Source: an optimization exercise on an open RTL-to-GDS flow (aim: small area and a short achievable clock period). Production flows keep margins and buffers that such runs may drop.
No run shown here included a check of the RTL's function; only the layout flow was run.
Power and IR drop assume default switching activity.

==> flow/design.v, too long to show whole: its modules and the start of the top module <==
// module Ques3: 33 lines
// module alu: 1432 lines
// module zero_sel: 5 lines
// module rd_bit: 21 lines
// module g_inv: 5 lines
// module g_nand2: 5 lines
// module g_nor2: 5 lines
// module g_nand3: 5 lines
// module g_nor3: 5 lines
// module g_nand4: 5 lines
// module g_xor2: 5 lines
// module g_xnor2: 5 lines
// module g_a21oi: 5 lines
// module g_o21ai: 5 lines
// module g_a22oi: 5 lines
// module g_a222oi: 5 lines
// module g_mux2: 5 lines
// module g_mux2i: 5 lines
module Ques3 (out, zero, Data_in, Read_Addr_1, Read_Addr_2, Write_Addr, Write_Enable, Clock, Mux_ctrl, opcode);
  // ...
==> flow/run.sh <==
#!/bin/bash
# synth_recipe.tcl (not shown) runs the flow's synth.tcl, then flattens the netlist and writes it again
# the make line also repeats each setting of config.mk as NAME=value (left out here)
make -C /OpenROAD-flow-scripts/flow DESIGN_CONFIG=/design/flow/config.mk WORK_HOME=/design/flow/orfs CLKGATE_MAP_FILE= SYNTH_SCRIPT=/design/flow/synth_recipe.tcl finish
==> flow/config.mk <==
export PLATFORM = sky130hd
export DESIGN_NAME = Ques3
export DESIGN_NICKNAME = Ques3
export VERILOG_FILES = /design/flow/design.v
export SDC_FILE = /design/flow/constraint.sdc
export NUM_CORES = 4
export LEC_CHECK = 0
export CAP_MARGIN = 20
export CORE_MARGIN = 2
export CORE_UTILIZATION = 40
export SLEW_MARGIN = 20
export SYNTH_HIERARCHICAL = 1
export SYNTH_MINIMUM_KEEP_SIZE = 0
==> flow/constraint.sdc <==
create_clock -name core_clock -period 11.0 [get_ports {Clock}]
set_input_delay 2.2000 -clock core_clock [delete_from_list [all_inputs] [get_ports {Clock}]]
set_output_delay 2.2000 -clock core_clock [all_outputs]
set_load 0.01 [all_outputs]
==> results.txt, run 1 <==
----------------------------------------------------
[Outcome]
  Run status ... no timing/DRC/antenna violations

[Logic synthesis]
  Mux contribution to synthesized area ... 0.0246
  Primary FF master, synth ... sky130_fd_sc_hd__edfxtp_1
  Portion of the post-synthesis area used by sequential elements ... 0.647
  Post-Synthesis Cells ... 3,048
  Count of different cell masters after synthesis ... 54
  Main combinational cell family by area after synthesis ... compound AO/OA/AOI/OAI gates
  Share of the synthesized area in compound gates (AO/OA/AOI/OAI) ... 0.227

[Timing]
  Unrepaired setup endpoints after global routing ... no
  Measured slew at the worst slew-check pin ... 1.25 ns
  Final Hold Fails ... 0

[Final layout]
  Biggest cell category by area in the final layout ... sequential cells
  Commonest cells after routing, fill and taps aside ... sky130_fd_sc_hd__edfxtp_1, sky130_fd_sc_hd__a222oi_1, sky130_fd_sc_hd__a22oi_2, sky130_fd_sc_hd__buf_4
  Fraction of area in multi-input gates ... 0.313
  Filler-free cell count of the finished design ... 5,013
  Non-Clock Buffer Area Fraction ... 0.0386
  Total non-filler cell area in the finished layout ... 55,600 um^2
  Final core utilization ... 0.472
  Ant diodes ... 10

[Power and ir drop]
  Comb group ... 2.07 mW
  Leakage power of the design ... 17.0 nW

[Worst setup path]
  Worst R2R Path Depth ... 14
  CP cell instances ... clkdlybuf4s50_1 > or3b_1 > nor2_4 > a222oi_1 > nand4_1 > nor3_2 > mux2i_1 > xor2_1 > xor2_1 > nor4_1 > nand4_1 > nor4_1 > nand2_1 > o21ai_1 > clkdlybuf4s50_1
  Crit path arrival time ... 8.45 ns
  Worst R2R Start ... Reg_File[392]$_DFFE_PP_

[Global routing]
  Total Routing Usage GR ... 0.305
  Largest net degree at the start of global routing ... 44
  Leftover overflow at the end of global routing ... 0

[Routing]
  Mean number of vias per cell ... 7.43
  Met1 routed wirelength after detailed routing ... 68,900 um
  Met2 wirelength from detailed routing ... 83,800 um

[Clocking]
  Gates resized, CTS repair ... 0

[Place]
  Total half-perimeter wirelength after legalization and detailed placement ... 123,000 um
  Final weighted congestion in routability-driven placement ... 1.01

----------------------------------------------------
==> inputs of run 2 (changes only) <==
--- a/flow/config.mk
+++ b/flow/config.mk
@@ -8,5 +8,5 @@
 export CAP_MARGIN = 20
 export CORE_MARGIN = 2
-export CORE_UTILIZATION = 40
+export CORE_UTILIZATION = 65
 export SLEW_MARGIN = 20
 export SYNTH_HIERARCHICAL = 1
==> run 2 against run 1 <==
The layout now fails its checks (negative setup slack); maximum frequency shrank 3.8%; sequential share of layout area grew 1.1 points; core utilization up 28 points; via count rose by 7.7%; design area down 1.9%; critical path depth increased by 1.
==> results.txt, run 2 <==
----------------------------------------------------
[Routing]
  Drt drc ... 0
  Number of antenna-violating nets in the routed design ... 0
  Detailed Route Iter0 Violations ... 13,176
  Total via count after detailed routing ... 40,115
  Mean number of vias per cell ... 9.04 (+22%)
  Post-detailed-routing wire length ... 201,000 um
  Drt first pass iters ... 17
  Wirelength per Cell ... 45.2 um

[Floorplan]
  Die area ... 75,300 um^2
  Core box area ... 72,700 um^2
  Standard-cell rows ... 99
  Number of placed I/O pins ... 86
  Starting utilization of the core area ... 0.654
  Y dimension of the die ... 274 um
  Width of the die ... 274 um

[Final layout]
  Commonest cells after routing, fill and taps aside ... sky130_fd_sc_hd__edfxtp_1, sky130_fd_sc_hd__a222oi_1, sky130_fd_sc_hd__a22oi_2, sky130_fd_sc_hd__buf_4
  Commonest non-fill, non-tap cell in the layout ... sky130_fd_sc_hd__edfxtp_1
  Filler cells ... 4,261
  Largest register FFs ... 1,024
  Largest registers ranked by flip-flop count ... Reg_File x1024
  Largest register by flop count ... Reg_File
  Layout cell share with drive strength beyond 1 ... 0.243
  Synth-to-layout area growth ... 14.8%
  Final core utilization ... 0.750 (+0.279)
  Net count reported at finish ... 3,459

[Logic synthesis]
  Most frequent cell after synthesis ... sky130_fd_sc_hd__edfxtp_1
  Count of different cell masters after synthesis ... 54 (unchanged)
  Area of the mapped netlist ... 47,500 um^2
  Syn_nets ... 3,101
  Post-Synthesis Mean Instance Area ... 15.6 um^2
  Share of synthesized registers carrying an async set or reset ... 0
  Fraction of post-synthesis cell area in the top cell type by area ... 0.647
  Cell taking the most area after synthesis ... sky130_fd_sc_hd__edfxtp_1
  Flip-flop and latch count after synthesis ... 1,024
  YS warnings ... 7
  Post-Synthesis Cells ... 3,048 (unchanged)
  Primary FF master, synth ... sky130_fd_sc_hd__edfxtp_1
  Cell types with the highest counts after synthesis ... sky130_fd_sc_hd__edfxtp_1, sky130_fd_sc_hd__a222oi_1, sky130_fd_sc_hd__a22oi_2
  Ranking of synthesized cells by area ... sky130_fd_sc_hd__edfxtp_1, sky130_fd_sc_hd__a222oi_1, sky130_fd_sc_hd__a22oi_2
  Number of enable flip-flop cells after synthesis ... 1,024
  Portion of the post-synthesis area used by sequential elements ... 0.647 (unchanged)

[Timing]
  Final setup margin ... -0.0736 ns
  Fmax ... 0.0903 GHz
  Measured slew at the worst slew-check pin ... 1.30 ns (+0.0480 ns)
  Post-Route Setup TNS ... -0.0736 ns
  Final setup violation count ... 1
  Worst setup skew after layout ... 0.0603 ns
  Clock period minus worst slack ... 11.07 ns
  Final period util ... 1.01
  Unrepaired setup endpoints after global routing ... no
  Slew margin rel. ... 0.132
  Final Hold Fails ... 0 (unchanged)
  Number of pins exceeding their max-slew limit in the final report ... 0

[Power and ir drop]
  Total design power ... 9.94 mW
  Power per cell area ... 182 nW/um^2
  Largest voltage drop on the vdd net ... 0.159 mV
  Leakage power of the design ... 17.0 nW (about the same)

[Global routing]
  Leftover overflow at the end of global routing ... 0 (unchanged)
  Via count of the first global-routing pass ... 37,925
  Largest net degree at the start of global routing ... 44 (unchanged)
  Wire length of the first global-routing pass ... 280,000 um
  Met3 GRT Util ... 0.232
  Top Usage Layer GRT ... met2
  Total Routing Usage GR ... 0.527 (+0.222)
  Routing usage on met1 ... 0.636
  Global routing usage on met2 ... 0.761
  Number of antenna violations at the first check in global routing ... 10

[Worst setup path]
  Category of the critical setup timing path ... in2out
  Type of origin of the critical path ... primary input
  Type of element capturing the critical path ... output port
  Delay of the slowest cell on the worst path ... 0.78 ns
  Largest fanout of any net on the critical path ... 11
  Required time at the worst-slack endpoint ... 8.80 ns
  CP cell instances ... clkdlybuf4s50_1 > or2_1 > nor2_2 > buf_8 > buf_4 > a222oi_1 > nand4_1 > nor3_2 > nand2_1 > xor2_1 > nor4_1 > nand3_1 > nor4_1 > nand2_1 > o21ai_1 > clkdlybuf4s50_1
  Crit path arrival time ... 8.87 ns (+0.42 ns)
  Critical-path cell with the highest stage delay ... sky130_fd_sc_hd__nor3_2

[Clocking]
  CTS tree ... built
  Master cell of the clock root buffer ... sky130_fd_sc_hd__clkbuf_16
  Clock edge transition at the registers on the reported setup and hold paths ... 0.07 ns
  Number of hold-repair buffers added at the cts stage ... 0
  Max H-tree Level ... 3
  Bufs on Longest Clock Path ... 3
  Clock sinks ... 1,024
  Gates resized, CTS repair ... 0 (unchanged)
  Number of clock buffers inserted by TritonCTS ... 97
  Postcts setup bufs ... 0
  Insertion delay of the later-clocked pin in the worst-skew pair ... 0.70 ns

[Place]
  Total half-perimeter wirelength after legalization and detailed placement ... 129,000 um (+4.9%)
  Final weighted congestion in routability-driven placement ... 1.02 (+0.83%)
  Port buffer count ... 85

[Hold path]
  Min-delay worst type ... reg2reg

[Outcome]
  Run status ... complete, but fails checks
  Reasons for failing layout checks ... negative setup slack

[Run]
  Max-cap violation count ... 0

----------------------------------------------------
## run 2: cell counts after synthesis
Identical to the previous run, type by type.
## run 2: cell type report
type	count	area (um^2)	share of cell area
Clock inverter	49	408	0.00748
Multi-Input combinational cell	1988	17100	0.314
Timing Repair Buffer	277	2470	0.0452
Inverter	18	67.6	0.00124
Sequential cell	1024	30700	0.564
Clock buffer	119	2530	0.0464
Antenna cell	3	7.51	0.000138
Tap cell	959	1200	0.0220
## run 2: per-module statistics from Yosys, one instance, submodules excluded, excerpt
module	copies in the design	flops+latches
alu	1	0
g_a21oi	75	0
g_a222oi	672	0
g_a22oi	225	0
g_inv	8	0
g_mux2	32	0
g_mux2i	32	0
g_nand3	96	0
g_nand4	128	0
g_nor2	97	0
g_nor3	64	0
g_o21ai	54	0
g_xnor2	21	0
g_xor2	43	0
## run 2: kinds of logic after synthesis
logic type,synth area share
compound gates,0.227
xor+xnor,0.0177
buf+inv,0.00329
flops,0.647
mux,0.0246
simple gates,0.0810
## run 2: worst paths after layout
| path | slack [ns] | startpoint | endpoint | cells after the start |
|---|---|---|---|---|
| max | -0.07 | Read_Addr_1[0] | zero | 16 |
| min | 2.02 | Reg_File[900]$_DFFE_PP_ | Reg_File[228]$_DFFE_PP_ | 9 |
| min reg2reg | 2.02 | Reg_File[900]$_DFFE_PP_ | Reg_File[228]$_DFFE_PP_ | 9 |
| max reg2reg | 4.83 | Reg_File[23]$_DFFE_PP_ | Reg_File[430]$_DFFE_PP_ | 14 |
## run 2: worst max-delay path: cells and delay by family
kind	cells	cell delay, ns
AO/OA/AOI/OAI	2	0.66
AND/OR/NAND/NOR	9	4.13
XOR/XNOR	1	0.30
buffers and inverters	4	1.56
## run 2: layer usage
metal / vias up / wire [um] / share of wire
met5: - / 56 / 0.00028
met4: 8 / 20200 / 0.10
met3: 1236 / 37800 / 0.19
met2: 4919 / 83600 / 0.42
met1: 18949 / 59000 / 0.29
li1: 15003 / - / -
## run 2: per-stage QoR
stage                     hold slack, ns  instances  area (um^2)  setup WS [ns]
after floorplan                     1.56       3048        47500          0.530
after global placement              1.84       4253        51300          0.679
after detailed placement            1.94       4258        51400          0.744
after CTS                           1.92       4426        54400          0.705
after global routing                2.09       4435        54500          0.243
final                               2.02       4437        54600        -0.0736
## run 2: where the power goes
| group | leakage (nW) | internal, mW | switching [mW] | total, mW |
|---|---|---|---|---|
| clock | 1.45 | 1.71 | 1.49 | 3.20 |
| combinational | 6.28 | 0.591 | 1.58 | 2.17 |
| sequential | 9.28 | 4.55 | 0.0212 | 4.58 |

afterwards: timing with drivers on the ports:
The flow's constraints put no driver on any port. The routed layouts listed below were extracted and timed again, unchanged, in two steps.
Step 1 assumes that a clkbuf_16 drives the clock port and a buf_2 every other input.
Step 2, shift: input delay + t, output delay - t, t = (earliest + latest rising clock arrival at the registers) / 2. This alone moves slack from input paths to output paths.
Three values: ideal, step 1, step 2; two values: the first two.
run | shift t [ns] | slack for setup (ns) | worst setup path at the end | pins driven straight from the clock port
run 1 | 0.762 | 0.353 / 0.258 / 0.258 | input to output | 1
run 2 | 0.735 | -0.074 / -0.098 / -0.098 | input to output | 1
The setup slack of run 1, which loses most, moves by -0.095 ns with the drivers and by -0.095 ns with both steps.
